This is an optimization exercise on Yosys and OpenROAD, whose aim is small area and a short achievable clock period, not a production implementation. RTL that was checked went through simulation tests only; none was proved equivalent to the original. Power figures rest on the tool's default switching activity, not on a simulated workload.

==> flow/design.v (excerpt) <==
module PE #(
  parameter integer PE_BUF_ADDR_WIDTH   = 5,
  parameter integer OP_WIDTH            = 16,
  parameter integer ACC_WIDTH           = 16,
  parameter         LAYER_NORM          = "NO"
)
(
  input  wire                                         clk,
  input  wire                                         reset,
  input  wire                                         mask,
  input  wire  [ 10+2*PE_BUF_ADDR_WIDTH -1 : 0 ]      ctrl,
  input  wire                                         src_2_sel,
  input  wire  [ OP_WIDTH             -1 : 0 ]        read_data_0,
  input  wire  [ OP_WIDTH             -1 : 0 ]        read_data_1,
  input  wire  [ OP_WIDTH             -1 : 0 ]        read_data_2,
  output wire  [ OP_WIDTH             -1 : 0 ]        lrn_center,
  output wire  [ OP_WIDTH             -1 : 0 ]        write_data,
  output wire  [ OP_WIDTH             -1 : 0 ]        pe_buffer_read_data,
  input  wire                                         pe_neuron_read_req,
  input  wire  [ OP_WIDTH             -1 : 0 ]        pe_neuron_write_data,
  input  wire                                         pe_neuron_write_req,
  input  wire  [ PE_BUF_ADDR_WIDTH    -1 : 0 ]        pe_neuron_write_addr,
  output wire                                         write_valid
);
==> module fifo, before the edit <==
module fifo
#(
    parameter   DATA_WIDTH          = 16,
    parameter   ADDR_WIDTH          = 4,
    parameter   RAM_DEPTH           = (1 << ADDR_WIDTH)
)(
    input  wire                         clk,
    input  wire                         reset,
    input  wire                         push,
    input  wire                         pop,
    input  wire [ DATA_WIDTH -1 : 0 ]   data_in,
    output reg  [ DATA_WIDTH -1 : 0 ]   data_out
);
reg     [ADDR_WIDTH  :0]        head;
reg     [DATA_WIDTH-1:0]        mem[0:RAM_DEPTH-1];
wire empty = head[ADDR_WIDTH];
wire full  = (head == RAM_DEPTH - 1);
wire do_push = push && !full;
wire do_pop  = pop && !empty;
always @ (posedge clk)
begin
  if (reset)
    head <= {(ADDR_WIDTH+1){1'b1}};
  else if (do_push && !do_pop)
    head <= head + 1;
  else if (do_pop && !do_push)
    head <= head - 1;
end
integer i;
always @ (posedge clk)
  if (do_push) begin
    mem[0] <= data_in;
    for (i = 1; i < RAM_DEPTH; i = i + 1)
      mem[i] <= mem[i-1];
  end
reg [DATA_WIDTH-1:0] rd_mux;
integer k;
always @(*) begin
  rd_mux = {DATA_WIDTH{1'b0}};
  for (k = 0; k < RAM_DEPTH; k = k + 1)
    rd_mux = rd_mux | (mem[k] & {DATA_WIDTH{head[ADDR_WIDTH-1:0] == k}});
end
always @ (posedge clk)
  if (do_pop)
    data_out <= rd_mux;
endmodule
==> flow/config.mk <==
export PLATFORM = sky130hd
export DESIGN_NAME = PE
export DESIGN_NICKNAME = PE
export VERILOG_FILES = /design/flow/design.v
export SDC_FILE = /design/flow/constraint.sdc
export NUM_CORES = 4
export LEC_CHECK = 0
export ABC_CLOCK_PERIOD_IN_PS = 2800
export CAP_MARGIN = 20
export CORE_MARGIN = 2
export CORE_UTILIZATION = 60
export SETUP_SLACK_MARGIN = 4.0
export SLEW_MARGIN = 20
==> flow/constraint.sdc <==
create_clock -name core_clock -period 6.5 [get_ports {clk}]
set_input_delay 1.3000 -clock core_clock [delete_from_list [all_inputs] [get_ports {clk}]]
set_output_delay 1.3000 -clock core_clock [all_outputs]
set_load 0.01 [all_outputs]
standard.sh (not shown) runs the stock make flow with config.mk's settings and CLKGATE_MAP_FILE= SYNTH_SCRIPT=/design/flow/synth_recipe.tcl, a recipe that flattens the netlist after the stock synthesis.
==> flow/flow/run.sh <==
#!/bin/bash
set -e
export BUFFER_PORTS_ARGS="-buffer_cell sky130_fd_sc_hd__buf_1"
export CTS_ARGS="-sink_clustering_enable -repair_clock_nets -sink_clustering_size 28 -sink_clustering_max_diameter 80 -dont_use_dummy_load"
bash standard.sh > standard.log 2>&1
Change:
--- a/flow/design.v
+++ b/flow/design.v
@@ -740,8 +740,8 @@
     output reg  [ DATA_WIDTH -1 : 0 ]   data_out
 );
-reg     [ADDR_WIDTH  :0]        head;
+reg     [ADDR_WIDTH  :0]        fifo_count;
 reg     [DATA_WIDTH-1:0]        mem[0:RAM_DEPTH-1];
-wire empty = head[ADDR_WIDTH];
-wire full  = (head == RAM_DEPTH - 1);
+wire empty = (fifo_count == 0);
+wire full  = fifo_count[ADDR_WIDTH];
 wire do_push = push && !full;
 wire do_pop  = pop && !empty;
@@ -749,9 +749,9 @@
 begin
   if (reset)
-    head <= {(ADDR_WIDTH+1){1'b1}};
+    fifo_count <= 0;
   else if (do_push && !do_pop)
-    head <= head + 1;
+    fifo_count <= fifo_count + 1;
   else if (do_pop && !do_push)
-    head <= head - 1;
+    fifo_count <= fifo_count - 1;
 end
 integer i;
@@ -767,5 +767,5 @@
   rd_mux = {DATA_WIDTH{1'b0}};
   for (k = 0; k < RAM_DEPTH; k = k + 1)
-    rd_mux = rd_mux | (mem[k] & {DATA_WIDTH{head[ADDR_WIDTH-1:0] == k}});
+    rd_mux = rd_mux | (mem[k] & {DATA_WIDTH{fifo_count == k + 1}});
 end
 always @ (posedge clk)
Outcome: The changed run went through all stages and came out clean. Non-clock buffer count falls by 28. Design area shrinks by 2.3%. Sequential power increases by about 2%. Core utilization goes down by 0.37 points. Routed wire length came out lower by 4.1%. Setup slack is about the same. Synthesized area falls by 1.2%. Power falls by 4.5%. Synthesized cell count fell by 0.38%. Via count is lower by 2.3%. Maximum frequency stays flat. First-iteration DRC count falls by 3.3%. Clock-buffer cell count fell by 1.
Function not checked in the first run of this note: the RTL went through the layout flow alone.

-- afterwards: timing with drivers on the ports --
The flow's constraints put no driver on any port. The routed layouts listed below were extracted and timed again, unchanged, in two steps.
Step 1: set_driving_cell puts a clkbuf_16 on clk and a buf_2 on each other input, an assumption about the parent block.
Step 2 times the ports against the registers' clock, not the clock port: input delays grow and output delays shrink by t, the midpoint of the rising clock arrivals with the driver on.
Slacks: no drivers / after step 1 / after step 2; pairs: no drivers / after step 1.
run	t, ns	setup slack, ns	worst register clock-pin slew, ns
the first run	0.682	3.900 / 3.859 / 3.311	0.11 / 0.11
the second run	0.681	3.900 / 3.859 / 3.380	0.11 / 0.11
After both steps setup and hold are still met in every run listed. The setup slack of the first run, which loses most, moves by -0.041 ns with the drivers and by -0.589 ns with both steps.
